From an optimization exercise on the open Yosys and OpenROAD flow, aimed at small area; shortcuts taken in it are not production practice. In this exercise RTL edits were held to simulation tests only and were not proved equivalent to the original. The clock port is modelled as an ideal driver; clocking choices that lean on that would not hold on a real chip. Power is estimated from default activity; no workload was simulated.

==> flow/design.v (excerpt) <==
module simpletimer (
    input         clk,
    input         reset_n,
    output  [7:0] data_out,
    input   [7:0] data_in,
    input         cs_n,
    input         rd_n,
    input         wr_n,
    input   [3:0] addr
);
Settings: LEC_CHECK=0, CAP_MARGIN=20, CORE_MARGIN=2, CORE_UTILIZATION=40, CTS_BUF_LIST=sky130_fd_sc_hd__clkbuf_8, SLEW_MARGIN=20, SYNTH_HIERARCHICAL=1; clock period 4.0 ns.
standard.sh (not shown) runs the stock make flow with config.mk's settings and CLKGATE_MAP_FILE= SYNTH_SCRIPT=/design/flow/synth_recipe.tcl, a recipe that flattens the netlist after the stock synthesis.
==> flow/flow/run.sh <==
#!/bin/bash
# Layout: the standard ORFS flow, with two changes:
#  * ports are buffered with buf_1 cells (the standard flow's buffer_ports picks
#    a larger delay buffer);
#  * clock tree synthesis does not insert dummy loads.
# The make output goes to flow.log here; ORFS keeps each step's log under orfs/logs.
set -euo pipefail
bash standard.sh \
  "BUFFER_PORTS_ARGS=-buffer_cell sky130_fd_sc_hd__buf_1" \
  "CTS_ARGS=-sink_clustering_enable -repair_clock_nets -buf_list sky130_fd_sc_hd__clkbuf_8 -dont_use_dummy_load" \
  finish > flow.log 2>&1
The baseline ran to the end with no violations.
==> next run, changes <==
--- a/flow/flow/run.sh
+++ b/flow/flow/run.sh
@@ -2 +2 @@
-# Layout: the standard ORFS flow, with two changes:
+# Layout: the standard ORFS flow, with these changes:
@@ -5 +5,3 @@
-#  * clock tree synthesis does not insert dummy loads.
+#  * clock tree synthesis uses clkbuf_4 and inserts no dummy loads; clock
+#    buffers with a large fanout or load slew are then upsized to clkbuf_8
+#    (post_cts.tcl).
@@ -10 +12,2 @@
-  "CTS_ARGS=-sink_clustering_enable -repair_clock_nets -buf_list sky130_fd_sc_hd__clkbuf_8 -dont_use_dummy_load" \
+  "CTS_ARGS=-sink_clustering_enable -repair_clock_nets -buf_list sky130_fd_sc_hd__clkbuf_4 -dont_use_dummy_load" \
+  "POST_CTS_TCL=$PWD/flow/post_cts.tcl" \
==> flow/flow/post_cts.tcl (new file) <==
# After clock tree synthesis (built with clkbuf_4), upsize to clkbuf_8 each
# clock buffer that drives more than 12 pins or whose loads see a slew over
# 95 ps (placement estimate), to keep the flip-flop clock slew low; then
# legalize the placement again.
estimate_parasitics -placement
foreach inst [get_cells clkbuf_*] {
  set out [get_pins -of_objects $inst -filter "direction == output"]
  set net [get_nets -of_objects $out]
  set loads [get_pins -of_objects $net -filter "direction == input"]
  set worst 0.0
  foreach p $loads {
    set s [get_property $p slew_max]
    if { $s > $worst } { set worst $s }
  }
  set fo [llength $loads]
  if { $fo > 12 || $worst > 0.095 } {
    replace_cell $inst sky130_fd_sc_hd__clkbuf_8
    puts "post_cts: upsized [get_property $inst name] (fanout $fo, slew $worst)"
  }
}
detailed_placement
check_placement -verbose
estimate_parasitics -placement
Effect: Power went down by 3.9%; setup slack gets worse by 0.011 ns; register-to-register slack hardly moves.
==> next run, changes <==
==> flow/flow/post_cts.tcl (replaced) <==
# After clock tree synthesis (built with clkbuf_4), upsize clock buffers to
# clkbuf_8 to keep the flip-flop clock slew low: first each buffer that
# drives more than 12 pins (the root), then each buffer whose loads see a
# slew over 105 ps (placement estimate); then legalize the placement again.
proc clk_loads { inst } {
  set out [get_pins -of_objects $inst -filter "direction == output"]
  set net [get_nets -of_objects $out]
  return [get_pins -of_objects $net -filter "direction == input"]
}
foreach inst [get_cells clkbuf_*] {
  set fo [llength [clk_loads $inst]]
  if { $fo > 12 } {
    replace_cell $inst sky130_fd_sc_hd__clkbuf_8
    puts "post_cts: upsized [get_property $inst name] (fanout $fo)"
  }
}
estimate_parasitics -placement
foreach inst [get_cells clkbuf_*] {
  if { [get_property [get_lib_cells -of_objects $inst] name] eq "sky130_fd_sc_hd__clkbuf_8" } {
    continue
  }
  set worst 0.0
  foreach p [clk_loads $inst] {
    set s [get_property $p slew_max]
    if { $s > $worst } { set worst $s }
  }
  if { $worst > 0.105 } {
    replace_cell $inst sky130_fd_sc_hd__clkbuf_8
    puts "post_cts: upsized [get_property $inst name] (slew $worst)"
  }
}
detailed_placement
check_placement -verbose
estimate_parasitics -placement
Effect:
- The new run finished clean
- clock skew hardly moves
- hold slack improved by 0.019 ns
- total power is lower slightly
- non-clock buffer count does not change
- final area barely changes

==> port drivers added, routing unchanged <==
How much do the figures lean on ideal ports? The routed layouts below were timed once more, with nothing changed but the port constraints.
Step 1: set_driving_cell puts a clkbuf_16 on clk and a buf_2 on each other input, an assumption about the parent block.
Step 2 also shifts input and output timing later by t, the mid clock arrival at the registers, as if the neighbouring blocks saw the same clock.
Slacks: ideal ports / drivers / drivers and shift; pairs: ideal ports / drivers.
| run | t, ns | slack for setup (ns) | worst setup path at the end | worst data-port slew with drivers (ns) |
|---|---|---|---|---|
| the first run | 0.486 | 0.781 / 0.761 / 0.761 | input to output | 0.03 |
| the second run | 0.479 | 0.770 / 0.743 / 0.743 | input to output | 0.04 |
| the third run | 0.471 | 0.810 / 0.792 / 0.792 | input to output | 0.04 |
After both steps every run listed still meets setup and hold. For the second run, which loses most, drivers alone change the setup slack by -0.027 ns; drivers and shift together by -0.027 ns.
